This is an optimization exercise on Yosys and OpenROAD, whose aim is small area and a short achievable clock period, not a production implementation. Function was not checked in any run shown here: the RTL went through the layout flow alone. No activity file was given, so power comes from the tool's default toggle rates.

==> design.v <==
module pipeline_sum (
    input clk,
    input [15:0] a, b,
    output [31:0] r
);
  wire [0:0] s0_r15_t = a[15:15];
  wire s0_r15_hz = ~(|b[15:1]);
  wire [1:0] s0_r15_bo;
  assign s0_r15_bo[0] = 1'b0;
  assign s0_r15_bo[1] = (s0_r15_t[0] ^ b[0]) ? b[0] : s0_r15_bo[0];
  wire s0_r15_q = s0_r15_hz & ~s0_r15_bo[1];
  wire [0:0] s0_r15_d;
  assign s0_r15_d[0] = s0_r15_t[0] ^ (s0_r15_q & (b[0] ^ s0_r15_bo[0]));
  wire [15:0] s0_r15_ra = {s0_r15_d, a[14:0]};
  wire [1:0] s0_r14_t = s0_r15_ra[15:14];
  wire s0_r14_hz = ~(|b[15:2]);
  wire [2:0] s0_r14_bo;
  assign s0_r14_bo[0] = 1'b0;
  assign s0_r14_bo[1] = (s0_r14_t[0] ^ b[0]) ? b[0] : s0_r14_bo[0];
  assign s0_r14_bo[2] = (s0_r14_t[1] ^ b[1]) ? b[1] : s0_r14_bo[1];
  wire s0_r14_q = s0_r14_hz & ~s0_r14_bo[2];
  wire [1:0] s0_r14_d;
  assign s0_r14_d[0] = s0_r14_t[0] ^ (s0_r14_q & (b[0] ^ s0_r14_bo[0]));
  assign s0_r14_d[1] = s0_r14_t[1] ^ (s0_r14_q & (b[1] ^ s0_r14_bo[1]));
  wire [15:0] s0_r14_ra = {s0_r14_d, s0_r15_ra[13:0]};
  wire [2:0] s0_r13_t = s0_r14_ra[15:13];
  wire s0_r13_hz = ~(|b[15:3]);
  wire [3:0] s0_r13_bo;
  assign s0_r13_bo[0] = 1'b0;
  assign s0_r13_bo[1] = (s0_r13_t[0] ^ b[0]) ? b[0] : s0_r13_bo[0];
  assign s0_r13_bo[2] = (s0_r13_t[1] ^ b[1]) ? b[1] : s0_r13_bo[1];
  assign s0_r13_bo[3] = (s0_r13_t[2] ^ b[2]) ? b[2] : s0_r13_bo[2];
  wire s0_r13_q = s0_r13_hz & ~s0_r13_bo[3];
  wire [2:0] s0_r13_d;
  assign s0_r13_d[0] = s0_r13_t[0] ^ (s0_r13_q & (b[0] ^ s0_r13_bo[0]));
  assign s0_r13_d[1] = s0_r13_t[1] ^ (s0_r13_q & (b[1] ^ s0_r13_bo[1]));
  assign s0_r13_d[2] = s0_r13_t[2] ^ (s0_r13_q & (b[2] ^ s0_r13_bo[2]));
  wire [15:0] s0_r13_ra = {s0_r13_d, s0_r14_ra[12:0]};
  wire [3:0] s0_r12_t = s0_r13_ra[15:12];
  wire s0_r12_hz = ~(|b[15:4]);
  wire [4:0] s0_r12_bo;
  assign s0_r12_bo[0] = 1'b0;
  assign s0_r12_bo[1] = (s0_r12_t[0] ^ b[0]) ? b[0] : s0_r12_bo[0];
  assign s0_r12_bo[2] = (s0_r12_t[1] ^ b[1]) ? b[1] : s0_r12_bo[1];
  assign s0_r12_bo[3] = (s0_r12_t[2] ^ b[2]) ? b[2] : s0_r12_bo[2];
  assign s0_r12_bo[4] = (s0_r12_t[3] ^ b[3]) ? b[3] : s0_r12_bo[3];
  wire s0_r12_q = s0_r12_hz & ~s0_r12_bo[4];
  wire [3:0] s0_r12_d;
  assign s0_r12_d[0] = s0_r12_t[0] ^ (s0_r12_q & (b[0] ^ s0_r12_bo[0]));
  assign s0_r12_d[1] = s0_r12_t[1] ^ (s0_r12_q & (b[1] ^ s0_r12_bo[1]));
  assign s0_r12_d[2] = s0_r12_t[2] ^ (s0_r12_q & (b[2] ^ s0_r12_bo[2]));
  assign s0_r12_d[3] = s0_r12_t[3] ^ (s0_r12_q & (b[3] ^ s0_r12_bo[3]));
  wire [15:0] s0_r12_ra = {s0_r12_d, s0_r13_ra[11:0]};
  reg [15:0] ra_c1;
  reg [15:0] bb_c1;
  reg [3:0] ah_c1;
  reg q15_c1;
  reg q14_c1;
  reg q13_c1;
  reg q12_c1;
  always_ff @(posedge clk) begin
    ra_c1 <= s0_r12_ra;
    bb_c1 <= b;
    ah_c1 <= a[15:12];
    q15_c1 <= s0_r15_q;
    q14_c1 <= s0_r14_q;
    q13_c1 <= s0_r13_q;
    q12_c1 <= s0_r12_q;
  end
  wire [4:0] s1_r11_t = ra_c1[15:11];
  wire s1_r11_hz = ~(|bb_c1[15:5]);
  wire [5:0] s1_r11_bo;
  assign s1_r11_bo[0] = 1'b0;
  assign s1_r11_bo[1] = (s1_r11_t[0] ^ bb_c1[0]) ? bb_c1[0] : s1_r11_bo[0];
  assign s1_r11_bo[2] = (s1_r11_t[1] ^ bb_c1[1]) ? bb_c1[1] : s1_r11_bo[1];
  assign s1_r11_bo[3] = (s1_r11_t[2] ^ bb_c1[2]) ? bb_c1[2] : s1_r11_bo[2];
  assign s1_r11_bo[4] = (s1_r11_t[3] ^ bb_c1[3]) ? bb_c1[3] : s1_r11_bo[3];
  assign s1_r11_bo[5] = (s1_r11_t[4] ^ bb_c1[4]) ? bb_c1[4] : s1_r11_bo[4];
  wire s1_r11_q = s1_r11_hz & ~s1_r11_bo[5];
  wire [4:0] s1_r11_d;
  assign s1_r11_d[0] = s1_r11_t[0] ^ (s1_r11_q & (bb_c1[0] ^ s1_r11_bo[0]));
  assign s1_r11_d[1] = s1_r11_t[1] ^ (s1_r11_q & (bb_c1[1] ^ s1_r11_bo[1]));
  assign s1_r11_d[2] = s1_r11_t[2] ^ (s1_r11_q & (bb_c1[2] ^ s1_r11_bo[2]));
  assign s1_r11_d[3] = s1_r11_t[3] ^ (s1_r11_q & (bb_c1[3] ^ s1_r11_bo[3]));
  assign s1_r11_d[4] = s1_r11_t[4] ^ (s1_r11_q & (bb_c1[4] ^ s1_r11_bo[4]));
  wire [15:0] s1_r11_ra = {s1_r11_d, ra_c1[10:0]};
  wire [5:0] s1_r10_t = s1_r11_ra[15:10];
  wire s1_r10_hz = ~(|bb_c1[15:6]);
  wire [6:0] s1_r10_bo;
  assign s1_r10_bo[0] = 1'b0;
  assign s1_r10_bo[1] = (s1_r10_t[0] ^ bb_c1[0]) ? bb_c1[0] : s1_r10_bo[0];
  assign s1_r10_bo[2] = (s1_r10_t[1] ^ bb_c1[1]) ? bb_c1[1] : s1_r10_bo[1];
  assign s1_r10_bo[3] = (s1_r10_t[2] ^ bb_c1[2]) ? bb_c1[2] : s1_r10_bo[2];
  assign s1_r10_bo[4] = (s1_r10_t[3] ^ bb_c1[3]) ? bb_c1[3] : s1_r10_bo[3];
  assign s1_r10_bo[5] = (s1_r10_t[4] ^ bb_c1[4]) ? bb_c1[4] : s1_r10_bo[4];
  assign s1_r10_bo[6] = (s1_r10_t[5] ^ bb_c1[5]) ? bb_c1[5] : s1_r10_bo[5];
  wire s1_r10_q = s1_r10_hz & ~s1_r10_bo[6];
  wire [5:0] s1_r10_d;
  assign s1_r10_d[0] = s1_r10_t[0] ^ (s1_r10_q & (bb_c1[0] ^ s1_r10_bo[0]));
  assign s1_r10_d[1] = s1_r10_t[1] ^ (s1_r10_q & (bb_c1[1] ^ s1_r10_bo[1]));
  assign s1_r10_d[2] = s1_r10_t[2] ^ (s1_r10_q & (bb_c1[2] ^ s1_r10_bo[2]));
  assign s1_r10_d[3] = s1_r10_t[3] ^ (s1_r10_q & (bb_c1[3] ^ s1_r10_bo[3]));
  assign s1_r10_d[4] = s1_r10_t[4] ^ (s1_r10_q & (bb_c1[4] ^ s1_r10_bo[4]));
  assign s1_r10_d[5] = s1_r10_t[5] ^ (s1_r10_q & (bb_c1[5] ^ s1_r10_bo[5]));
  wire [15:0] s1_r10_ra = {s1_r10_d, s1_r11_ra[9:0]};
  wire [6:0] s1_r9_t = s1_r10_ra[15:9];
  wire s1_r9_hz = ~(|bb_c1[15:7]);
  wire [7:0] s1_r9_bo;
  assign s1_r9_bo[0] = 1'b0;
  assign s1_r9_bo[1] = (s1_r9_t[0] ^ bb_c1[0]) ? bb_c1[0] : s1_r9_bo[0];
  assign s1_r9_bo[2] = (s1_r9_t[1] ^ bb_c1[1]) ? bb_c1[1] : s1_r9_bo[1];
  assign s1_r9_bo[3] = (s1_r9_t[2] ^ bb_c1[2]) ? bb_c1[2] : s1_r9_bo[2];
  assign s1_r9_bo[4] = (s1_r9_t[3] ^ bb_c1[3]) ? bb_c1[3] : s1_r9_bo[3];
  assign s1_r9_bo[5] = (s1_r9_t[4] ^ bb_c1[4]) ? bb_c1[4] : s1_r9_bo[4];
  assign s1_r9_bo[6] = (s1_r9_t[5] ^ bb_c1[5]) ? bb_c1[5] : s1_r9_bo[5];
  assign s1_r9_bo[7] = (s1_r9_t[6] ^ bb_c1[6]) ? bb_c1[6] : s1_r9_bo[6];
  wire s1_r9_q = s1_r9_hz & ~s1_r9_bo[7];
  wire [6:0] s1_r9_d;
  assign s1_r9_d[0] = s1_r9_t[0] ^ (s1_r9_q & (bb_c1[0] ^ s1_r9_bo[0]));
  assign s1_r9_d[1] = s1_r9_t[1] ^ (s1_r9_q & (bb_c1[1] ^ s1_r9_bo[1]));
  assign s1_r9_d[2] = s1_r9_t[2] ^ (s1_r9_q & (bb_c1[2] ^ s1_r9_bo[2]));
  assign s1_r9_d[3] = s1_r9_t[3] ^ (s1_r9_q & (bb_c1[3] ^ s1_r9_bo[3]));
  assign s1_r9_d[4] = s1_r9_t[4] ^ (s1_r9_q & (bb_c1[4] ^ s1_r9_bo[4]));
  assign s1_r9_d[5] = s1_r9_t[5] ^ (s1_r9_q & (bb_c1[5] ^ s1_r9_bo[5]));
  assign s1_r9_d[6] = s1_r9_t[6] ^ (s1_r9_q & (bb_c1[6] ^ s1_r9_bo[6]));
  wire [15:0] s1_r9_ra = {s1_r9_d, s1_r10_ra[8:0]};
  wire [7:0] s1_r8_t = s1_r9_ra[15:8];
  wire s1_r8_hz = ~(|bb_c1[15:8]);
  wire [8:0] s1_r8_bo;
  assign s1_r8_bo[0] = 1'b0;
  assign s1_r8_bo[1] = (s1_r8_t[0] ^ bb_c1[0]) ? bb_c1[0] : s1_r8_bo[0];
  assign s1_r8_bo[2] = (s1_r8_t[1] ^ bb_c1[1]) ? bb_c1[1] : s1_r8_bo[1];
  assign s1_r8_bo[3] = (s1_r8_t[2] ^ bb_c1[2]) ? bb_c1[2] : s1_r8_bo[2];
  assign s1_r8_bo[4] = (s1_r8_t[3] ^ bb_c1[3]) ? bb_c1[3] : s1_r8_bo[3];
  assign s1_r8_bo[5] = (s1_r8_t[4] ^ bb_c1[4]) ? bb_c1[4] : s1_r8_bo[4];
  assign s1_r8_bo[6] = (s1_r8_t[5] ^ bb_c1[5]) ? bb_c1[5] : s1_r8_bo[5];
  assign s1_r8_bo[7] = (s1_r8_t[6] ^ bb_c1[6]) ? bb_c1[6] : s1_r8_bo[6];
  assign s1_r8_bo[8] = (s1_r8_t[7] ^ bb_c1[7]) ? bb_c1[7] : s1_r8_bo[7];
  wire s1_r8_q = s1_r8_hz & ~s1_r8_bo[8];
  wire [7:0] s1_r8_d;
  assign s1_r8_d[0] = s1_r8_t[0] ^ (s1_r8_q & (bb_c1[0] ^ s1_r8_bo[0]));
  assign s1_r8_d[1] = s1_r8_t[1] ^ (s1_r8_q & (bb_c1[1] ^ s1_r8_bo[1]));
  assign s1_r8_d[2] = s1_r8_t[2] ^ (s1_r8_q & (bb_c1[2] ^ s1_r8_bo[2]));
  assign s1_r8_d[3] = s1_r8_t[3] ^ (s1_r8_q & (bb_c1[3] ^ s1_r8_bo[3]));
  assign s1_r8_d[4] = s1_r8_t[4] ^ (s1_r8_q & (bb_c1[4] ^ s1_r8_bo[4]));
  assign s1_r8_d[5] = s1_r8_t[5] ^ (s1_r8_q & (bb_c1[5] ^ s1_r8_bo[5]));
  assign s1_r8_d[6] = s1_r8_t[6] ^ (s1_r8_q & (bb_c1[6] ^ s1_r8_bo[6]));
  assign s1_r8_d[7] = s1_r8_t[7] ^ (s1_r8_q & (bb_c1[7] ^ s1_r8_bo[7]));
  wire [15:0] s1_r8_ra = {s1_r8_d, s1_r9_ra[7:0]};
  wire [8:0] s1_r7_t = s1_r8_ra[15:7];
  wire s1_r7_hz = ~(|bb_c1[15:9]);
  wire [9:0] s1_r7_bo;
  assign s1_r7_bo[0] = 1'b0;
  assign s1_r7_bo[1] = (s1_r7_t[0] ^ bb_c1[0]) ? bb_c1[0] : s1_r7_bo[0];
  assign s1_r7_bo[2] = (s1_r7_t[1] ^ bb_c1[1]) ? bb_c1[1] : s1_r7_bo[1];
  assign s1_r7_bo[3] = (s1_r7_t[2] ^ bb_c1[2]) ? bb_c1[2] : s1_r7_bo[2];
  assign s1_r7_bo[4] = (s1_r7_t[3] ^ bb_c1[3]) ? bb_c1[3] : s1_r7_bo[3];
  assign s1_r7_bo[5] = (s1_r7_t[4] ^ bb_c1[4]) ? bb_c1[4] : s1_r7_bo[4];
  assign s1_r7_bo[6] = (s1_r7_t[5] ^ bb_c1[5]) ? bb_c1[5] : s1_r7_bo[5];
  assign s1_r7_bo[7] = (s1_r7_t[6] ^ bb_c1[6]) ? bb_c1[6] : s1_r7_bo[6];
  assign s1_r7_bo[8] = (s1_r7_t[7] ^ bb_c1[7]) ? bb_c1[7] : s1_r7_bo[7];
  assign s1_r7_bo[9] = (s1_r7_t[8] ^ bb_c1[8]) ? bb_c1[8] : s1_r7_bo[8];
  wire s1_r7_q = s1_r7_hz & ~s1_r7_bo[9];
  wire [8:0] s1_r7_d;
  assign s1_r7_d[0] = s1_r7_t[0] ^ (s1_r7_q & (bb_c1[0] ^ s1_r7_bo[0]));
  assign s1_r7_d[1] = s1_r7_t[1] ^ (s1_r7_q & (bb_c1[1] ^ s1_r7_bo[1]));
  assign s1_r7_d[2] = s1_r7_t[2] ^ (s1_r7_q & (bb_c1[2] ^ s1_r7_bo[2]));
  assign s1_r7_d[3] = s1_r7_t[3] ^ (s1_r7_q & (bb_c1[3] ^ s1_r7_bo[3]));
  assign s1_r7_d[4] = s1_r7_t[4] ^ (s1_r7_q & (bb_c1[4] ^ s1_r7_bo[4]));
  assign s1_r7_d[5] = s1_r7_t[5] ^ (s1_r7_q & (bb_c1[5] ^ s1_r7_bo[5]));
  assign s1_r7_d[6] = s1_r7_t[6] ^ (s1_r7_q & (bb_c1[6] ^ s1_r7_bo[6]));
  assign s1_r7_d[7] = s1_r7_t[7] ^ (s1_r7_q & (bb_c1[7] ^ s1_r7_bo[7]));
  assign s1_r7_d[8] = s1_r7_t[8] ^ (s1_r7_q & (bb_c1[8] ^ s1_r7_bo[8]));
  wire [15:0] s1_r7_ra = {s1_r7_d, s1_r8_ra[6:0]};
  wire [9:0] s1_r6_t = s1_r7_ra[15:6];
  wire s1_r6_hz = ~(|bb_c1[15:10]);
  wire [10:0] s1_r6_bo;
  assign s1_r6_bo[0] = 1'b0;
  assign s1_r6_bo[1] = (s1_r6_t[0] ^ bb_c1[0]) ? bb_c1[0] : s1_r6_bo[0];
  assign s1_r6_bo[2] = (s1_r6_t[1] ^ bb_c1[1]) ? bb_c1[1] : s1_r6_bo[1];
  assign s1_r6_bo[3] = (s1_r6_t[2] ^ bb_c1[2]) ? bb_c1[2] : s1_r6_bo[2];
  assign s1_r6_bo[4] = (s1_r6_t[3] ^ bb_c1[3]) ? bb_c1[3] : s1_r6_bo[3];
  assign s1_r6_bo[5] = (s1_r6_t[4] ^ bb_c1[4]) ? bb_c1[4] : s1_r6_bo[4];
  assign s1_r6_bo[6] = (s1_r6_t[5] ^ bb_c1[5]) ? bb_c1[5] : s1_r6_bo[5];
  assign s1_r6_bo[7] = (s1_r6_t[6] ^ bb_c1[6]) ? bb_c1[6] : s1_r6_bo[6];
  assign s1_r6_bo[8] = (s1_r6_t[7] ^ bb_c1[7]) ? bb_c1[7] : s1_r6_bo[7];
  assign s1_r6_bo[9] = (s1_r6_t[8] ^ bb_c1[8]) ? bb_c1[8] : s1_r6_bo[8];
  assign s1_r6_bo[10] = (s1_r6_t[9] ^ bb_c1[9]) ? bb_c1[9] : s1_r6_bo[9];
  wire s1_r6_q = s1_r6_hz & ~s1_r6_bo[10];
  wire [9:0] s1_r6_d;
  assign s1_r6_d[0] = s1_r6_t[0] ^ (s1_r6_q & (bb_c1[0] ^ s1_r6_bo[0]));
  assign s1_r6_d[1] = s1_r6_t[1] ^ (s1_r6_q & (bb_c1[1] ^ s1_r6_bo[1]));
  assign s1_r6_d[2] = s1_r6_t[2] ^ (s1_r6_q & (bb_c1[2] ^ s1_r6_bo[2]));
  assign s1_r6_d[3] = s1_r6_t[3] ^ (s1_r6_q & (bb_c1[3] ^ s1_r6_bo[3]));
  assign s1_r6_d[4] = s1_r6_t[4] ^ (s1_r6_q & (bb_c1[4] ^ s1_r6_bo[4]));
  assign s1_r6_d[5] = s1_r6_t[5] ^ (s1_r6_q & (bb_c1[5] ^ s1_r6_bo[5]));
  assign s1_r6_d[6] = s1_r6_t[6] ^ (s1_r6_q & (bb_c1[6] ^ s1_r6_bo[6]));
  assign s1_r6_d[7] = s1_r6_t[7] ^ (s1_r6_q & (bb_c1[7] ^ s1_r6_bo[7]));
  assign s1_r6_d[8] = s1_r6_t[8] ^ (s1_r6_q & (bb_c1[8] ^ s1_r6_bo[8]));
  assign s1_r6_d[9] = s1_r6_t[9] ^ (s1_r6_q & (bb_c1[9] ^ s1_r6_bo[9]));
  wire [15:0] s1_r6_ra = {s1_r6_d, s1_r7_ra[5:0]};
  wire [10:0] s1_r5_t = s1_r6_ra[15:5];
  wire s1_r5_hz = ~(|bb_c1[15:11]);
  wire [11:0] s1_r5_bo;
  assign s1_r5_bo[0] = 1'b0;
  assign s1_r5_bo[1] = (s1_r5_t[0] ^ bb_c1[0]) ? bb_c1[0] : s1_r5_bo[0];
  assign s1_r5_bo[2] = (s1_r5_t[1] ^ bb_c1[1]) ? bb_c1[1] : s1_r5_bo[1];
  assign s1_r5_bo[3] = (s1_r5_t[2] ^ bb_c1[2]) ? bb_c1[2] : s1_r5_bo[2];
  assign s1_r5_bo[4] = (s1_r5_t[3] ^ bb_c1[3]) ? bb_c1[3] : s1_r5_bo[3];
  assign s1_r5_bo[5] = (s1_r5_t[4] ^ bb_c1[4]) ? bb_c1[4] : s1_r5_bo[4];
  assign s1_r5_bo[6] = (s1_r5_t[5] ^ bb_c1[5]) ? bb_c1[5] : s1_r5_bo[5];
  assign s1_r5_bo[7] = (s1_r5_t[6] ^ bb_c1[6]) ? bb_c1[6] : s1_r5_bo[6];
  assign s1_r5_bo[8] = (s1_r5_t[7] ^ bb_c1[7]) ? bb_c1[7] : s1_r5_bo[7];
  assign s1_r5_bo[9] = (s1_r5_t[8] ^ bb_c1[8]) ? bb_c1[8] : s1_r5_bo[8];
  assign s1_r5_bo[10] = (s1_r5_t[9] ^ bb_c1[9]) ? bb_c1[9] : s1_r5_bo[9];
  assign s1_r5_bo[11] = (s1_r5_t[10] ^ bb_c1[10]) ? bb_c1[10] : s1_r5_bo[10];
  wire s1_r5_q = s1_r5_hz & ~s1_r5_bo[11];
  wire [10:0] s1_r5_d;
  assign s1_r5_d[0] = s1_r5_t[0] ^ (s1_r5_q & (bb_c1[0] ^ s1_r5_bo[0]));
  assign s1_r5_d[1] = s1_r5_t[1] ^ (s1_r5_q & (bb_c1[1] ^ s1_r5_bo[1]));
  assign s1_r5_d[2] = s1_r5_t[2] ^ (s1_r5_q & (bb_c1[2] ^ s1_r5_bo[2]));
  assign s1_r5_d[3] = s1_r5_t[3] ^ (s1_r5_q & (bb_c1[3] ^ s1_r5_bo[3]));
  assign s1_r5_d[4] = s1_r5_t[4] ^ (s1_r5_q & (bb_c1[4] ^ s1_r5_bo[4]));
  assign s1_r5_d[5] = s1_r5_t[5] ^ (s1_r5_q & (bb_c1[5] ^ s1_r5_bo[5]));
  assign s1_r5_d[6] = s1_r5_t[6] ^ (s1_r5_q & (bb_c1[6] ^ s1_r5_bo[6]));
  assign s1_r5_d[7] = s1_r5_t[7] ^ (s1_r5_q & (bb_c1[7] ^ s1_r5_bo[7]));
  assign s1_r5_d[8] = s1_r5_t[8] ^ (s1_r5_q & (bb_c1[8] ^ s1_r5_bo[8]));
  assign s1_r5_d[9] = s1_r5_t[9] ^ (s1_r5_q & (bb_c1[9] ^ s1_r5_bo[9]));
  assign s1_r5_d[10] = s1_r5_t[10] ^ (s1_r5_q & (bb_c1[10] ^ s1_r5_bo[10]));
  wire [15:0] s1_r5_ra = {s1_r5_d, s1_r6_ra[4:0]};
  reg [15:0] ra_c2;
  reg [15:0] bb_c2;
  reg [10:0] ah_c2;
  reg q15_c2;
  reg q14_c2;
  reg q13_c2;
  reg q12_c2;
  reg q11_c2;
  reg q10_c2;
  reg q9_c2;
  reg q8_c2;
  reg q7_c2;
  reg q6_c2;
  reg q5_c2;
  always_ff @(posedge clk) begin
    ra_c2 <= s1_r5_ra;
    bb_c2 <= bb_c1;
    ah_c2 <= {ah_c1, ra_c1[11:5]};
    q15_c2 <= q15_c1;
    q14_c2 <= q14_c1;
    q13_c2 <= q13_c1;
    q12_c2 <= q12_c1;
    q11_c2 <= s1_r11_q;
    q10_c2 <= s1_r10_q;
    q9_c2 <= s1_r9_q;
    q8_c2 <= s1_r8_q;
    q7_c2 <= s1_r7_q;
    q6_c2 <= s1_r6_q;
    q5_c2 <= s1_r5_q;
  end
  wire [15:0] xa = {ah_c2, ra_c2[4:0]};
  wire [15:0] sh = (bb_c2[15:4] == 12'd0) ? (xa << bb_c2[3:0]) : 16'd0;
  wire [17:0] xs = {2'b0, xa | bb_c2} + {2'b0, xa ^ bb_c2} + {2'b0, sh};
  wire [17:0] ym2 = xs + {1'b0, 1'b0, q15_c2, q14_c2, q13_c2, q12_c2, q11_c2, q10_c2, q9_c2, q8_c2, q7_c2, q6_c2, q5_c2, 1'b0, 1'b0, 1'b0, 1'b0, 1'b0};
  wire [11:0] s2_r4_t = ra_c2[15:4];
  wire s2_r4_hz = ~(|bb_c2[15:12]);
  wire [12:0] s2_r4_bo;
  assign s2_r4_bo[0] = 1'b0;
  assign s2_r4_bo[1] = (s2_r4_t[0] ^ bb_c2[0]) ? bb_c2[0] : s2_r4_bo[0];
  assign s2_r4_bo[2] = (s2_r4_t[1] ^ bb_c2[1]) ? bb_c2[1] : s2_r4_bo[1];
  assign s2_r4_bo[3] = (s2_r4_t[2] ^ bb_c2[2]) ? bb_c2[2] : s2_r4_bo[2];
  assign s2_r4_bo[4] = (s2_r4_t[3] ^ bb_c2[3]) ? bb_c2[3] : s2_r4_bo[3];
  assign s2_r4_bo[5] = (s2_r4_t[4] ^ bb_c2[4]) ? bb_c2[4] : s2_r4_bo[4];
  assign s2_r4_bo[6] = (s2_r4_t[5] ^ bb_c2[5]) ? bb_c2[5] : s2_r4_bo[5];
  assign s2_r4_bo[7] = (s2_r4_t[6] ^ bb_c2[6]) ? bb_c2[6] : s2_r4_bo[6];
  assign s2_r4_bo[8] = (s2_r4_t[7] ^ bb_c2[7]) ? bb_c2[7] : s2_r4_bo[7];
  assign s2_r4_bo[9] = (s2_r4_t[8] ^ bb_c2[8]) ? bb_c2[8] : s2_r4_bo[8];
  assign s2_r4_bo[10] = (s2_r4_t[9] ^ bb_c2[9]) ? bb_c2[9] : s2_r4_bo[9];
  assign s2_r4_bo[11] = (s2_r4_t[10] ^ bb_c2[10]) ? bb_c2[10] : s2_r4_bo[10];
  assign s2_r4_bo[12] = (s2_r4_t[11] ^ bb_c2[11]) ? bb_c2[11] : s2_r4_bo[11];
  wire s2_r4_q = s2_r4_hz & ~s2_r4_bo[12];
  wire [11:0] s2_r4_d;
  assign s2_r4_d[0] = s2_r4_t[0] ^ (s2_r4_q & (bb_c2[0] ^ s2_r4_bo[0]));
  assign s2_r4_d[1] = s2_r4_t[1] ^ (s2_r4_q & (bb_c2[1] ^ s2_r4_bo[1]));
  assign s2_r4_d[2] = s2_r4_t[2] ^ (s2_r4_q & (bb_c2[2] ^ s2_r4_bo[2]));
  assign s2_r4_d[3] = s2_r4_t[3] ^ (s2_r4_q & (bb_c2[3] ^ s2_r4_bo[3]));
  assign s2_r4_d[4] = s2_r4_t[4] ^ (s2_r4_q & (bb_c2[4] ^ s2_r4_bo[4]));
  assign s2_r4_d[5] = s2_r4_t[5] ^ (s2_r4_q & (bb_c2[5] ^ s2_r4_bo[5]));
  assign s2_r4_d[6] = s2_r4_t[6] ^ (s2_r4_q & (bb_c2[6] ^ s2_r4_bo[6]));
  assign s2_r4_d[7] = s2_r4_t[7] ^ (s2_r4_q & (bb_c2[7] ^ s2_r4_bo[7]));
  assign s2_r4_d[8] = s2_r4_t[8] ^ (s2_r4_q & (bb_c2[8] ^ s2_r4_bo[8]));
  assign s2_r4_d[9] = s2_r4_t[9] ^ (s2_r4_q & (bb_c2[9] ^ s2_r4_bo[9]));
  assign s2_r4_d[10] = s2_r4_t[10] ^ (s2_r4_q & (bb_c2[10] ^ s2_r4_bo[10]));
  assign s2_r4_d[11] = s2_r4_t[11] ^ (s2_r4_q & (bb_c2[11] ^ s2_r4_bo[11]));
  wire [15:0] s2_r4_ra = {s2_r4_d, ra_c2[3:0]};
  wire [12:0] s2_r3_t = s2_r4_ra[15:3];
  wire s2_r3_hz = ~(|bb_c2[15:13]);
  wire [13:0] s2_r3_bo;
  assign s2_r3_bo[0] = 1'b0;
  assign s2_r3_bo[1] = (s2_r3_t[0] ^ bb_c2[0]) ? bb_c2[0] : s2_r3_bo[0];
  assign s2_r3_bo[2] = (s2_r3_t[1] ^ bb_c2[1]) ? bb_c2[1] : s2_r3_bo[1];
  assign s2_r3_bo[3] = (s2_r3_t[2] ^ bb_c2[2]) ? bb_c2[2] : s2_r3_bo[2];
  assign s2_r3_bo[4] = (s2_r3_t[3] ^ bb_c2[3]) ? bb_c2[3] : s2_r3_bo[3];
  assign s2_r3_bo[5] = (s2_r3_t[4] ^ bb_c2[4]) ? bb_c2[4] : s2_r3_bo[4];
  assign s2_r3_bo[6] = (s2_r3_t[5] ^ bb_c2[5]) ? bb_c2[5] : s2_r3_bo[5];
  assign s2_r3_bo[7] = (s2_r3_t[6] ^ bb_c2[6]) ? bb_c2[6] : s2_r3_bo[6];
  assign s2_r3_bo[8] = (s2_r3_t[7] ^ bb_c2[7]) ? bb_c2[7] : s2_r3_bo[7];
  assign s2_r3_bo[9] = (s2_r3_t[8] ^ bb_c2[8]) ? bb_c2[8] : s2_r3_bo[8];
  assign s2_r3_bo[10] = (s2_r3_t[9] ^ bb_c2[9]) ? bb_c2[9] : s2_r3_bo[9];
  assign s2_r3_bo[11] = (s2_r3_t[10] ^ bb_c2[10]) ? bb_c2[10] : s2_r3_bo[10];
  assign s2_r3_bo[12] = (s2_r3_t[11] ^ bb_c2[11]) ? bb_c2[11] : s2_r3_bo[11];
  assign s2_r3_bo[13] = (s2_r3_t[12] ^ bb_c2[12]) ? bb_c2[12] : s2_r3_bo[12];
  wire s2_r3_q = s2_r3_hz & ~s2_r3_bo[13];
  wire [12:0] s2_r3_d;
  assign s2_r3_d[0] = s2_r3_t[0] ^ (s2_r3_q & (bb_c2[0] ^ s2_r3_bo[0]));
  assign s2_r3_d[1] = s2_r3_t[1] ^ (s2_r3_q & (bb_c2[1] ^ s2_r3_bo[1]));
  assign s2_r3_d[2] = s2_r3_t[2] ^ (s2_r3_q & (bb_c2[2] ^ s2_r3_bo[2]));
  assign s2_r3_d[3] = s2_r3_t[3] ^ (s2_r3_q & (bb_c2[3] ^ s2_r3_bo[3]));
  assign s2_r3_d[4] = s2_r3_t[4] ^ (s2_r3_q & (bb_c2[4] ^ s2_r3_bo[4]));
  assign s2_r3_d[5] = s2_r3_t[5] ^ (s2_r3_q & (bb_c2[5] ^ s2_r3_bo[5]));
  assign s2_r3_d[6] = s2_r3_t[6] ^ (s2_r3_q & (bb_c2[6] ^ s2_r3_bo[6]));
  assign s2_r3_d[7] = s2_r3_t[7] ^ (s2_r3_q & (bb_c2[7] ^ s2_r3_bo[7]));
  assign s2_r3_d[8] = s2_r3_t[8] ^ (s2_r3_q & (bb_c2[8] ^ s2_r3_bo[8]));
  assign s2_r3_d[9] = s2_r3_t[9] ^ (s2_r3_q & (bb_c2[9] ^ s2_r3_bo[9]));
  assign s2_r3_d[10] = s2_r3_t[10] ^ (s2_r3_q & (bb_c2[10] ^ s2_r3_bo[10]));
  assign s2_r3_d[11] = s2_r3_t[11] ^ (s2_r3_q & (bb_c2[11] ^ s2_r3_bo[11]));
  assign s2_r3_d[12] = s2_r3_t[12] ^ (s2_r3_q & (bb_c2[12] ^ s2_r3_bo[12]));
  wire [15:0] s2_r3_ra = {s2_r3_d, s2_r4_ra[2:0]};
  wire [13:0] s2_r2_t = s2_r3_ra[15:2];
  wire s2_r2_hz = ~(|bb_c2[15:14]);
  wire [14:0] s2_r2_bo;
  assign s2_r2_bo[0] = 1'b0;
  assign s2_r2_bo[1] = (s2_r2_t[0] ^ bb_c2[0]) ? bb_c2[0] : s2_r2_bo[0];
  assign s2_r2_bo[2] = (s2_r2_t[1] ^ bb_c2[1]) ? bb_c2[1] : s2_r2_bo[1];
  assign s2_r2_bo[3] = (s2_r2_t[2] ^ bb_c2[2]) ? bb_c2[2] : s2_r2_bo[2];
  assign s2_r2_bo[4] = (s2_r2_t[3] ^ bb_c2[3]) ? bb_c2[3] : s2_r2_bo[3];
  assign s2_r2_bo[5] = (s2_r2_t[4] ^ bb_c2[4]) ? bb_c2[4] : s2_r2_bo[4];
  assign s2_r2_bo[6] = (s2_r2_t[5] ^ bb_c2[5]) ? bb_c2[5] : s2_r2_bo[5];
  assign s2_r2_bo[7] = (s2_r2_t[6] ^ bb_c2[6]) ? bb_c2[6] : s2_r2_bo[6];
  assign s2_r2_bo[8] = (s2_r2_t[7] ^ bb_c2[7]) ? bb_c2[7] : s2_r2_bo[7];
  assign s2_r2_bo[9] = (s2_r2_t[8] ^ bb_c2[8]) ? bb_c2[8] : s2_r2_bo[8];
  assign s2_r2_bo[10] = (s2_r2_t[9] ^ bb_c2[9]) ? bb_c2[9] : s2_r2_bo[9];
  assign s2_r2_bo[11] = (s2_r2_t[10] ^ bb_c2[10]) ? bb_c2[10] : s2_r2_bo[10];
  assign s2_r2_bo[12] = (s2_r2_t[11] ^ bb_c2[11]) ? bb_c2[11] : s2_r2_bo[11];
  assign s2_r2_bo[13] = (s2_r2_t[12] ^ bb_c2[12]) ? bb_c2[12] : s2_r2_bo[12];
  assign s2_r2_bo[14] = (s2_r2_t[13] ^ bb_c2[13]) ? bb_c2[13] : s2_r2_bo[13];
  wire s2_r2_q = s2_r2_hz & ~s2_r2_bo[14];
  wire [13:0] s2_r2_d;
  assign s2_r2_d[0] = s2_r2_t[0] ^ (s2_r2_q & (bb_c2[0] ^ s2_r2_bo[0]));
  assign s2_r2_d[1] = s2_r2_t[1] ^ (s2_r2_q & (bb_c2[1] ^ s2_r2_bo[1]));
  assign s2_r2_d[2] = s2_r2_t[2] ^ (s2_r2_q & (bb_c2[2] ^ s2_r2_bo[2]));
  assign s2_r2_d[3] = s2_r2_t[3] ^ (s2_r2_q & (bb_c2[3] ^ s2_r2_bo[3]));
  assign s2_r2_d[4] = s2_r2_t[4] ^ (s2_r2_q & (bb_c2[4] ^ s2_r2_bo[4]));
  assign s2_r2_d[5] = s2_r2_t[5] ^ (s2_r2_q & (bb_c2[5] ^ s2_r2_bo[5]));
  assign s2_r2_d[6] = s2_r2_t[6] ^ (s2_r2_q & (bb_c2[6] ^ s2_r2_bo[6]));
  assign s2_r2_d[7] = s2_r2_t[7] ^ (s2_r2_q & (bb_c2[7] ^ s2_r2_bo[7]));
  assign s2_r2_d[8] = s2_r2_t[8] ^ (s2_r2_q & (bb_c2[8] ^ s2_r2_bo[8]));
  assign s2_r2_d[9] = s2_r2_t[9] ^ (s2_r2_q & (bb_c2[9] ^ s2_r2_bo[9]));
  assign s2_r2_d[10] = s2_r2_t[10] ^ (s2_r2_q & (bb_c2[10] ^ s2_r2_bo[10]));
  assign s2_r2_d[11] = s2_r2_t[11] ^ (s2_r2_q & (bb_c2[11] ^ s2_r2_bo[11]));
  assign s2_r2_d[12] = s2_r2_t[12] ^ (s2_r2_q & (bb_c2[12] ^ s2_r2_bo[12]));
  assign s2_r2_d[13] = s2_r2_t[13] ^ (s2_r2_q & (bb_c2[13] ^ s2_r2_bo[13]));
  wire [15:0] s2_r2_ra = {s2_r2_d, s2_r3_ra[1:0]};
  wire [14:0] s2_r1_t = s2_r2_ra[15:1];
  wire s2_r1_hz = ~(|bb_c2[15:15]);
  wire [15:0] s2_r1_bo;
  assign s2_r1_bo[0] = 1'b0;
  assign s2_r1_bo[1] = (s2_r1_t[0] ^ bb_c2[0]) ? bb_c2[0] : s2_r1_bo[0];
  assign s2_r1_bo[2] = (s2_r1_t[1] ^ bb_c2[1]) ? bb_c2[1] : s2_r1_bo[1];
  assign s2_r1_bo[3] = (s2_r1_t[2] ^ bb_c2[2]) ? bb_c2[2] : s2_r1_bo[2];
  assign s2_r1_bo[4] = (s2_r1_t[3] ^ bb_c2[3]) ? bb_c2[3] : s2_r1_bo[3];
  assign s2_r1_bo[5] = (s2_r1_t[4] ^ bb_c2[4]) ? bb_c2[4] : s2_r1_bo[4];
  assign s2_r1_bo[6] = (s2_r1_t[5] ^ bb_c2[5]) ? bb_c2[5] : s2_r1_bo[5];
  assign s2_r1_bo[7] = (s2_r1_t[6] ^ bb_c2[6]) ? bb_c2[6] : s2_r1_bo[6];
  assign s2_r1_bo[8] = (s2_r1_t[7] ^ bb_c2[7]) ? bb_c2[7] : s2_r1_bo[7];
  assign s2_r1_bo[9] = (s2_r1_t[8] ^ bb_c2[8]) ? bb_c2[8] : s2_r1_bo[8];
  assign s2_r1_bo[10] = (s2_r1_t[9] ^ bb_c2[9]) ? bb_c2[9] : s2_r1_bo[9];
  assign s2_r1_bo[11] = (s2_r1_t[10] ^ bb_c2[10]) ? bb_c2[10] : s2_r1_bo[10];
  assign s2_r1_bo[12] = (s2_r1_t[11] ^ bb_c2[11]) ? bb_c2[11] : s2_r1_bo[11];
  assign s2_r1_bo[13] = (s2_r1_t[12] ^ bb_c2[12]) ? bb_c2[12] : s2_r1_bo[12];
  assign s2_r1_bo[14] = (s2_r1_t[13] ^ bb_c2[13]) ? bb_c2[13] : s2_r1_bo[13];
  assign s2_r1_bo[15] = (s2_r1_t[14] ^ bb_c2[14]) ? bb_c2[14] : s2_r1_bo[14];
  wire s2_r1_q = s2_r1_hz & ~s2_r1_bo[15];
  wire [14:0] s2_r1_d;
  assign s2_r1_d[0] = s2_r1_t[0] ^ (s2_r1_q & (bb_c2[0] ^ s2_r1_bo[0]));
  assign s2_r1_d[1] = s2_r1_t[1] ^ (s2_r1_q & (bb_c2[1] ^ s2_r1_bo[1]));
  assign s2_r1_d[2] = s2_r1_t[2] ^ (s2_r1_q & (bb_c2[2] ^ s2_r1_bo[2]));
  assign s2_r1_d[3] = s2_r1_t[3] ^ (s2_r1_q & (bb_c2[3] ^ s2_r1_bo[3]));
  assign s2_r1_d[4] = s2_r1_t[4] ^ (s2_r1_q & (bb_c2[4] ^ s2_r1_bo[4]));
  assign s2_r1_d[5] = s2_r1_t[5] ^ (s2_r1_q & (bb_c2[5] ^ s2_r1_bo[5]));
  assign s2_r1_d[6] = s2_r1_t[6] ^ (s2_r1_q & (bb_c2[6] ^ s2_r1_bo[6]));
  assign s2_r1_d[7] = s2_r1_t[7] ^ (s2_r1_q & (bb_c2[7] ^ s2_r1_bo[7]));
  assign s2_r1_d[8] = s2_r1_t[8] ^ (s2_r1_q & (bb_c2[8] ^ s2_r1_bo[8]));
  assign s2_r1_d[9] = s2_r1_t[9] ^ (s2_r1_q & (bb_c2[9] ^ s2_r1_bo[9]));
  assign s2_r1_d[10] = s2_r1_t[10] ^ (s2_r1_q & (bb_c2[10] ^ s2_r1_bo[10]));
  assign s2_r1_d[11] = s2_r1_t[11] ^ (s2_r1_q & (bb_c2[11] ^ s2_r1_bo[11]));
  assign s2_r1_d[12] = s2_r1_t[12] ^ (s2_r1_q & (bb_c2[12] ^ s2_r1_bo[12]));
  assign s2_r1_d[13] = s2_r1_t[13] ^ (s2_r1_q & (bb_c2[13] ^ s2_r1_bo[13]));
  assign s2_r1_d[14] = s2_r1_t[14] ^ (s2_r1_q & (bb_c2[14] ^ s2_r1_bo[14]));
  wire [15:0] s2_r1_ra = {s2_r1_d, s2_r2_ra[0:0]};
  wire [15:0] s2_r0_t = s2_r1_ra[15:0];
  wire s2_r0_hz = 1'b1;
  wire [16:0] s2_r0_bo;
  assign s2_r0_bo[0] = 1'b0;
  assign s2_r0_bo[1] = (s2_r0_t[0] ^ bb_c2[0]) ? bb_c2[0] : s2_r0_bo[0];
  assign s2_r0_bo[2] = (s2_r0_t[1] ^ bb_c2[1]) ? bb_c2[1] : s2_r0_bo[1];
  assign s2_r0_bo[3] = (s2_r0_t[2] ^ bb_c2[2]) ? bb_c2[2] : s2_r0_bo[2];
  assign s2_r0_bo[4] = (s2_r0_t[3] ^ bb_c2[3]) ? bb_c2[3] : s2_r0_bo[3];
  assign s2_r0_bo[5] = (s2_r0_t[4] ^ bb_c2[4]) ? bb_c2[4] : s2_r0_bo[4];
  assign s2_r0_bo[6] = (s2_r0_t[5] ^ bb_c2[5]) ? bb_c2[5] : s2_r0_bo[5];
  assign s2_r0_bo[7] = (s2_r0_t[6] ^ bb_c2[6]) ? bb_c2[6] : s2_r0_bo[6];
  assign s2_r0_bo[8] = (s2_r0_t[7] ^ bb_c2[7]) ? bb_c2[7] : s2_r0_bo[7];
  assign s2_r0_bo[9] = (s2_r0_t[8] ^ bb_c2[8]) ? bb_c2[8] : s2_r0_bo[8];
  assign s2_r0_bo[10] = (s2_r0_t[9] ^ bb_c2[9]) ? bb_c2[9] : s2_r0_bo[9];
  assign s2_r0_bo[11] = (s2_r0_t[10] ^ bb_c2[10]) ? bb_c2[10] : s2_r0_bo[10];
  assign s2_r0_bo[12] = (s2_r0_t[11] ^ bb_c2[11]) ? bb_c2[11] : s2_r0_bo[11];
  assign s2_r0_bo[13] = (s2_r0_t[12] ^ bb_c2[12]) ? bb_c2[12] : s2_r0_bo[12];
  assign s2_r0_bo[14] = (s2_r0_t[13] ^ bb_c2[13]) ? bb_c2[13] : s2_r0_bo[13];
  assign s2_r0_bo[15] = (s2_r0_t[14] ^ bb_c2[14]) ? bb_c2[14] : s2_r0_bo[14];
  assign s2_r0_bo[16] = (s2_r0_t[15] ^ bb_c2[15]) ? bb_c2[15] : s2_r0_bo[15];
  wire s2_r0_q = s2_r0_hz & ~s2_r0_bo[16];
  reg [17:0] y_c3;
  reg q4_c3;
  reg q3_c3;
  reg q2_c3;
  reg q1_c3;
  reg q0_c3;
  always_ff @(posedge clk) begin
    y_c3 <= ym2;
    q4_c3 <= s2_r4_q;
    q3_c3 <= s2_r3_q;
    q2_c3 <= s2_r2_q;
    q1_c3 <= s2_r1_q;
    q0_c3 <= s2_r0_q;
  end
  wire [17:0] rsum = y_c3 + {1'b0, 1'b0, 1'b0, 1'b0, 1'b0, 1'b0, 1'b0, 1'b0, 1'b0, 1'b0, 1'b0, 1'b0, 1'b0, q4_c3, q3_c3, q2_c3, q1_c3, q0_c3};
  assign r = {14'd0, rsum};
endmodule
==> run.sh <==
#!/bin/bash
# synth_recipe.tcl (not shown) runs the flow's synth.tcl, then flattens the netlist and writes it again
# the make line also repeats each setting of config.mk as NAME=value (left out here)
make -C /OpenROAD-flow-scripts/flow DESIGN_CONFIG=/design/flow/config.mk WORK_HOME=/design/flow/orfs CLKGATE_MAP_FILE= SYNTH_SCRIPT=/design/flow/synth_recipe.tcl finish
==> config.mk <==
export PLATFORM = sky130hd
export DESIGN_NAME = pipeline_sum
export DESIGN_NICKNAME = pipeline_sum
export VERILOG_FILES = /design/flow/design.v
export SDC_FILE = /design/flow/constraint.sdc
export NUM_CORES = 4
export LEC_CHECK = 0
export ABC_AREA = 1
export CAP_MARGIN = 20
export CORE_MARGIN = 2
export CORE_UTILIZATION = 55
export CTS_BUF_LIST = sky130_fd_sc_hd__clkbuf_8
export SLEW_MARGIN = 20
==> constraint.sdc <==
create_clock -name core_clock -period 36.0 [get_ports {clk}]
set_input_delay 7.2000 -clock core_clock [delete_from_list [all_inputs] [get_ports {clk}]]
set_output_delay 7.2000 -clock core_clock [all_outputs]
set_load 0.01 [all_outputs]
==> results of run 1 <==
[synth_stat cells, types with 3 or more instances]
cell	count	area, um2
nand3_1	150	751
inv_1	240	901
xor2_1	126	1100
nand2_1	467	1750
buf_2	10	50.1
xnor2_2	4	65.1
a21boi_0	3	22.5
nand4_1	28	175
xor2_2	5	81.3
a21oi_1	33	165
nand2_2	48	300
clkinv_1	11	41.3
xnor2_1	41	359
buf_6	4	45.0
inv_2	16	60.1
or2_1	3	18.8
dfxtp_1	117	2340
xnor3_1	6	135
ha_1	42	526
fa_1	28	561
nor2_2	5	31.3
clkbuf_1	18	67.6
nor2_1	81	304
o22ai_1	4	25.0
buf_4	16	120
nor3_1	3	15.0
nand3_2	23	230
a32o_1	4	40.0
o21ai_1	4	20.0
nor4_1	4	25.0
or2_2	16	100
buf_1	3	11.3
o21ai_0	56	280
[worst min path at each step]
stage | endpoint | slack (ns) | cells after the start
finish | q13_c2$_DFF_P_ | 0.32 | 0
global route | q13_c2$_DFF_P_ | 0.33 | 0
CTS | ah_c2[8]$_DFF_P_ | 0.32 | 0
detailed placement | q13_c2$_DFF_P_ | 0.31 | 0
global placement | ah_c2[10]$_DFF_P_ | 0.31 | 0
floorplan | ah_c2[10]$_DFF_P_ | 0.31 | 0
[flip-flops by register name, summed over array words and instances, names as in the netlist, 4 cells and up]
name and count:
ra_c2 16, ra_c1 16, ah_c2 11, bb_c2 16, y_c3 18, bb_c1 16
ah_c1 4
[logic make-up (layout without fill, tap and decap cells)]
family,after synthesis,count (layout),synth area share [%]
flops,117,117,21.2
xor+xnor,182,182,15.8
fa+ha+maj,70,70,9.81
mux,2,2,0.181
other cells,1,15,0.0339
buf+inv,321,356,11.9
compound gates,121,121,6.43
simple gates,840,840,34.7
[through the flow]
| step | setup slack [ns] | hold WS, ns | power, mW | utilization (%) |
|---|---|---|---|---|
| 2_1_floorplan | 25.59 | 0.310 | 0.294 | - |
| 3_3_place_gp | 24.20 | 0.310 | 0.342 | 59.6 |
| 3_5_place_dp | 24.09 | 0.312 | 0.345 | 59.6 |
| 4_1_cts | 24.52 | 0.320 | 0.464 | 61.6 |
| 5_1_grt | 23.92 | 0.328 | 0.496 | 61.6 |
| 6_report | 24.55 | 0.325 | 0.460 | 61.6 |
[routing by layer]
layer / GRT usage, % / wire length, um
met4: 7.70 / 532
met2: 42.6 / 12300
met5: 0 / 0
met3: 3.48 / 822
met1: 31.8 / 12100
[area by class of cell]
| type | instances | area [um2] |
|---|---|---|
| Timing Repair Buffer | 55 | 538 |
| Antenna cell | 1 | 2.50 |
| Tap cell | 265 | 332 |
| Multi-Input combinational cell | 1229 | 7460 |
| Clock buffer | 18 | 248 |
| Fill cell | 1904 | 7520 |
| Inverter | 269 | 1010 |
| Clock inverter | 14 | 138 |
| Sequential cell | 117 | 2340 |
[worst reg2reg max path: cells and delay by family (launching register included)]
family	cells	cell delay, ns
xor gates and xnor gates	5	1.08
DFF	1	0.85
AOI/OAI and AO/OA	2	0.81
and+or+nand+nor	78	6.84
buffers and inverters	5	0.75
[power groups by stage]
| stage | clock [mW] | sequential [mW] | combinational [mW] |
|---|---|---|---|
| final | 0.119 | 0.159 | 0.182 |
| after global routing | 0.127 | 0.161 | 0.207 |
| after global placement | 0 | 0.162 | 0.180 |
| after detailed placement | 0 | 0.162 | 0.183 |
| after CTS | 0.121 | 0.159 | 0.184 |
| after floorplan | 0 | 0.156 | 0.138 |
==> reports/metrics.yaml, run 1 <==
status: "no timing/DRC/antenna violations"
root_buffer: "clkbuf_8"
max_slew_margin_pct: 40.4
drive_above_1_share_pct: 10.1
synthCells: 1654
rows: 51
start_util_pct: 56.5
routedWlPerCell_um: 13.1
worst-path-stages: 28
clock-sinks: 117
seq_area_frac_synth_pct: 21.2
drc_errors: 0
hold_start: "q13_c1$_DFF_P_"
crit_arrival_ns: 11.79
cts_buffer_depth: 2
die_w_um: 146
critPathMostFrequentCell: "nand2_1"
crit_family: "simple AND/OR/NAND/NOR gates"
max_stage_delay_ns: 0.49
worstPathRequired_ns: 36.33
first_pass_iters: 7
crit_end: "ra_c1[14]$_DFF_P_"
hold_viol_final: 0
clock.fmax_mhz: 87.3
portBuffers: 50
period_share_pct: 31.8
synth_flop_cell: "dfxtp_1"
tightest_slew_ns: 0.892
hp-class: "reg2reg"
via_per_inst: 5.00
place_inst: 1935
maxCapViolations: 0
worstPathMaxFanout: 4
grt_antenna_before_repair: 1
gp_congestion: 0.905
ys_warn_count: 1
drv_slew: 0
fin_worst_skew_ns: 0.0235
grt_pass1_wl_um: 43000
async_flop_share_pct: 0
start_kind: "primary input"
endpoint_kind: "flop"
synth_edf_count: 0
area_delta_synth_final_pct: 9.02
drtIter0Drc: 458
post_cts_resized: 0
final_nets: 1792
crit_start: "b[10]"
pin_count: 65
dp_hpwl_um: 20800
grtUsageTotal_pct: 24.6
cts-htree-levels: 4
final_cell_mix: "nand2_1 (467), inv_1 (240), nand3_1 (150)"
p_leak_nw: 6.16
postPlaceCellArea_um2: 11700
ys_ff_latch: 117
wl_um: 25800
dieArea_um2: 21300
vias: 9833
mostFrequentLayoutCell: "nand2_1"
path_clk_slew_ns: 0.09
postCtsHoldBufs: 0
yosysUniqueCellTypes: 57
pwr-share-clk_pct: 25.8
final_area_um2: 12100
cts_tree: "built"
timing.rr.end: "q0_c3$_DFF_P_"
reg2reg_slack_ns: 25.58
fin_cells: 1968
setup_viol: 0
slowest_stage: "nor3_1"
ir_drop_mv: 0.0208
post_cts_buffers: 0
synthesis.area_um2: 11100
reg2reg_depth: 90
grt-ovfl-total: 0
seqPwrFrac_pct: 34.6
core_um2: 19600
fp.dieH_um: 146
totalNegativeSetupSlack_ns: 0
grt_pass1_vias: 9117
share_comb_of_total_power_pct: 39.7
clk_latency_ns: 0.45
fin_crit_ns: 11.45
avgSynthCellArea_um2: 6.69
swShare_pct: 39.7
worstReg2RegStart: "bb_c2[1]$_DFF_P_"
numCtsBuffers: 17
drt.antenna.violating_nets: 0
intPower_mw: 0.277
critPathKind: "in2reg"
rsz0062_at_grt: "false"
power.switching_mw: 0.183
path_buf_inv: 4
grt_max_degree: 33
pwr_density_cell_nw_per_um2: 38.1
==> inputs of run 2 (changes only) <==
--- a/design.v
+++ b/design.v
@@ -421,18 +421,18 @@
   wire s2_r0_q = s2_r0_hz & ~s2_r0_bo[16];
-  reg [17:0] y_c3;
-  reg q4_c3;
-  reg q3_c3;
-  reg q2_c3;
-  reg q1_c3;
-  reg q0_c3;
-  always_ff @(posedge clk) begin
-    y_c3 <= ym2;
-    q4_c3 <= s2_r4_q;
-    q3_c3 <= s2_r3_q;
-    q2_c3 <= s2_r2_q;
-    q1_c3 <= s2_r1_q;
-    q0_c3 <= s2_r0_q;
-  end
-  wire [17:0] rsum = y_c3 + {1'b0, 1'b0, 1'b0, 1'b0, 1'b0, 1'b0, 1'b0, 1'b0, 1'b0, 1'b0, 1'b0, 1'b0, 1'b0, q4_c3, q3_c3, q2_c3, q1_c3, q0_c3};
-  assign r = {14'd0, rsum};
+  wire [6:0] ml = {1'b0, ym2[5:0]} + {1'b0, 1'b0, s2_r4_q, s2_r3_q, s2_r2_q, s2_r1_q, 1'b0};
+  wire [6:0] mpa;
+  assign mpa[0] = 1'b1;
+  assign mpa[1] = mpa[0] & ml[0];
+  assign mpa[2] = mpa[1] & ml[1];
+  assign mpa[3] = mpa[2] & ml[2];
+  assign mpa[4] = mpa[3] & ml[3];
+  assign mpa[5] = mpa[4] & ml[4];
+  assign mpa[6] = mpa[5] & ml[5];
+  wire [6:0] lo7 = ml ^ ({7{s2_r0_q}} & mpa);
+  wire [11:0] h0 = ym2[17:6];
+  wire [11:0] h1 = h0 + 12'd1;
+  wire [17:0] rs = {lo7[6] ? h1 : h0, lo7[5:0]};
+  reg [17:0] rr_c3;
+  always_ff @(posedge clk) rr_c3 <= rs;
+  assign r = {14'd0, rr_c3};
 endmodule
==> reports/metrics.yaml, run 2 <==
rsz0062_at_grt: "false"  # unchanged
largest_register_ffs: 18  # unchanged
synth_adder_area_share_pct: 9.24  # was 9.81%
post_cts_resized: 0  # unchanged
grtUsageTotal_pct: 24.2  # was 24.6%
clk_latency_ns: 0.41  # was 0.45 ns
crit_arrival_ns: 11.95  # was 11.79 ns
drtIter0Drc: 418  # was 458
final_cell_mix: "nand2_1 (500), inv_1 (275), nand3_1 (165)"  # was nand2_1 (467), inv_1 (240), nand3_1 (150)
dieArea_um2: 22800  # was 21300 um2
wl_met2_um: 12500  # was 12300 um
drv_slew: 0  # unchanged
ys_ff_latch: 112  # was 117
start_util_pct: 56.4  # was 56.5%
portBuffers: 50  # unchanged
drc_errors: 0  # unchanged
clock.fmax_mhz: 85.9  # was 87.3 MHz
wl_um: 26600  # was 25800 um
yosys.area.top_type_share_pct: 18.9  # was 21.2%
rows: 53  # was 51
fin_worst_skew_ns: 0.0215  # was 0.0235 ns
cts_tree: "built"  # unchanged
grt_pass1_vias: 9262  # was 9117
tightest_slew_ns: 0.857  # was 0.892 ns
synthesis.area_um2: 11900  # was 11100 um2
async_flop_share_pct: 0  # unchanged
path_buf_inv: 4  # unchanged
dp_hpwl_um: 22200  # was 20800 um
cts_buffer_depth: 2  # unchanged
crit_family: "simple AND/OR/NAND/NOR gates"  # unchanged
avgSynthCellArea_um2: 6.69  # about the same
reg2reg_slack_ns: 25.27  # was 25.58 ns
postCtsHoldBufs: 0  # unchanged
grt_max_degree: 33  # unchanged
slowest_stage: "nor4_1"  # was nor3_1
pin_count: 65  # unchanged
postLayoutCoreUtil_pct: 59.2  # was 61.6%
status: "no timing/DRC/antenna violations"  # unchanged
p_leak_nw: 6.51  # was 6.16 nW
setup_viol: 0  # unchanged
fin_total_pwr_mw: 0.440  # was 0.460 mW
hold_viol_final: 0  # unchanged
root_buffer: "clkbuf_8"  # unchanged
maxCapViolations: 0  # unchanged
yosys-top-cells-count: "nand2_1 (500), inv_1 (275), nand3_1 (165)"  # was nand2_1 (467), inv_1 (240), nand3_1 (150)
ir_drop_mv: 0.0212  # was 0.0208 mV
grt_antenna_before_repair: 0  # was 1
critPathMostFrequentCell: "nand2_1"  # unchanged
max_slew_margin_pct: 42.7  # was 40.4%
endpoint_kind: "flop"  # unchanged
numCtsBuffers: 9  # was 17
via_per_inst: 5.00  # about the same
grt-ovfl-total: 0  # unchanged
synthMuxAreaShare_pct: 0.168  # was 0.181%
path_clk_slew_ns: 0.12  # was 0.09 ns
clock-sinks: 112  # was 117
insertedDiodeCount: 0  # was 1
drt.antenna.violating_nets: 0  # unchanged
post_cts_buffers: 0  # unchanged
fill_cells: 2141  # was 1904
dp_slack_ns: 23.95  # was 24.09 ns
synth.area.top_cells: "dfxtp_1 (19%), nand2_1 (16%), inv_1 (8.7%), xor2_1 (8.3%), nand3_1 (6.9%)"  # was dfxtp_1 (21%), nand2_1 (16%), xor2_1 (10%), inv_1 (8.1%), nand3_1 (6.8%)
max_stage_delay_ns: 0.53  # was 0.49 ns
drive_above_1_share_pct: 12.0  # was 10.1%
cts-htree-levels: 3  # was 4
ys_warn_count: 1  # unchanged
critPathKind: "in2reg"  # unchanged
met1Wirelength_um: 12800  # was 12100 um
worstPathMaxFanout: 5  # was 4
yosysUniqueCellTypes: 59  # was 57
first_pass_iters: 5  # was 7
grt_pass1_wl_um: 44200  # was 43000 um
vias: 10347  # was 9833
met3_length_um: 826  # was 822 um
synthMostInstantiatedCell: "nand2_1"  # unchanged
setup_slack_ns: 24.35  # was 24.55 ns
period_share_pct: 32.4  # was 31.8%
routedWlPerCell_um: 12.8  # was 13.1 um
final_nets: 1895  # was 1792
top_register: "rr_c3"  # was y_c3
synthCells: 1777  # was 1654
die_w_um: 151  # was 146 um
yosys.area.top_type: "dfxtp_1"  # unchanged
mostFrequentLayoutCell: "nand2_1"  # unchanged
synth_flop_cell: "dfxtp_1"  # unchanged
fp.dieH_um: 151  # was 146 um
fin_crit_ns: 11.65  # was 11.45 ns
synthSimpleGateAreaFrac_pct: 38.5  # was 34.7%
area_delta_synth_final_pct: 5.11  # was 9.02%
pwr_density_cell_nw_per_um2: 35.3  # was 38.1 nW/um2
synthXorXnorAreaFrac_pct: 12.9  # was 15.8%
hp-class: "reg2reg"  # unchanged
core_um2: 21100  # was 19600 um2
seq_area_frac_synth_pct: 18.9  # was 21.2%
gp_congestion: 0.886  # was 0.905
top_layer: "met4"  # unchanged
synth_edf_count: 0  # unchanged
totalNegativeSetupSlack_ns: 0  # unchanged
start_kind: "primary input"  # unchanged
synth_compound_gate_area_share_pct: 5.94  # was 6.43%
synth_top_family_by_area: "simple AND/OR/NAND/NOR gates"  # unchanged
worstPathRequired_ns: 36.30  # was 36.33 ns
run 2: cell count changes after synthesis, moves of 6 or more:
| cell | delta |
|---|---|
| buf_4 | +11 |
| buf_6 | +7 |
| clkbuf_1 | -11 |
| clkbuf_8 | +8 |
| inv_1 | +35 |
| nand2_1 | +33 |
| nand2_2 | +13 |
| nand2_4 | +22 |
| nand3_1 | +15 |
| nand3_2 | +12 |
| nor2_4 | +6 |
| xnor2_1 | -7 |
| xor2_1 | -14 |
run 2: logic make-up (layout without fill, tap and decap cells):
group | after synthesis | after routing
XOR/XNOR | 160 | 160
AND/OR/NAND/NOR | 942 | 942
multiplexers | 2 | 2
other | 1 | 14
AO/OA/AOI/OAI | 118 | 118
adder cells (fa/ha/maj) | 71 | 71
flip-flops | 112 | 112
buffers and inverters | 371 | 377
run 2: worst paths after layout:
check,start,to,cells after the start
worst max-delay path,b[4],ra_c1[14]$_DFF_P_,27
worst min-delay path,ah_c1[0]$_DFF_P_,ah_c2[7]$_DFF_P_,0
worst max register to register,bb_c2[3]$_DFF_P_,rr_c3[7]$_DFF_P_,80
worst min register to register,ah_c1[0]$_DFF_P_,ah_c2[7]$_DFF_P_,0
run 2: layer usage:
layer | global-route usage, % | vias to the layer above
li1 | - | 5473
met1 | 32.6 | 4677
met2 | 41.5 | 168
met3 | 2.71 | 29
met4 | 5.93 | 0
met5 | 0 | -
run 2: cell type report:
class	instances	area, um2	share of cell area [%]
inverters	306	1170	9.37
well taps	275	344	2.75
flip-flops and latches	112	2240	18.0
clock inverters	6	68.8	0.551
multi-input cells	1307	7990	64.0
clock buffers	10	138	1.10
repair buffers	55	538	4.31
run 2: power by group:
group / leakage [nW] / switching, mW / internal, mW
Clock: 0.101 / 0.0487 / 0.0296
Sequential: 0.939 / 0.00983 / 0.139
Combinational: 5.47 / 0.125 / 0.0876
Total: 6.51 / 0.184 / 0.257
run 2: through the flow:
stage | hold slack (ns) | instances | cell area (um2)
after global routing | 0.341 | 2071 | 12500
after global placement | 0.312 | 2055 | 12300
after CTS | 0.340 | 2071 | 12500
final | 0.335 | 2071 | 12500
after detailed placement | 0.314 | 2055 | 12300
after floorplan | 0.310 | 1790 | 11900

re-timing with driven ports:
No port has a modelled driver above. Below, the same layouts with a new extraction and two added sets of constraints. Step 1 sets driving cells, clkbuf_16 on the clock port and buf_2 on the other inputs (assumed; they add their load-dependent delay and slew). Step 2 times the ports against the registers' clock, not the clock port: input delays grow and output delays shrink by t, the midpoint of the rising clock arrivals with the driver on. a / b / c = ideal / step 1 / step 2; a / b = the first two.
run	shift t [ns]	setup WS [ns]	hold slack, ns	worst setup path after step 2
run 1	0.479	24.546 / 24.561 / 24.083	0.325 / 0.325 / 0.325	input to register
run 2	0.437	24.352 / 24.370 / 23.933	0.335 / 0.335 / 0.335	input to register
After both steps setup and hold are still met in every run listed. The setup slack of run 1, which loses most, moves by +0.015 ns with the drivers and by -0.463 ns with both steps.
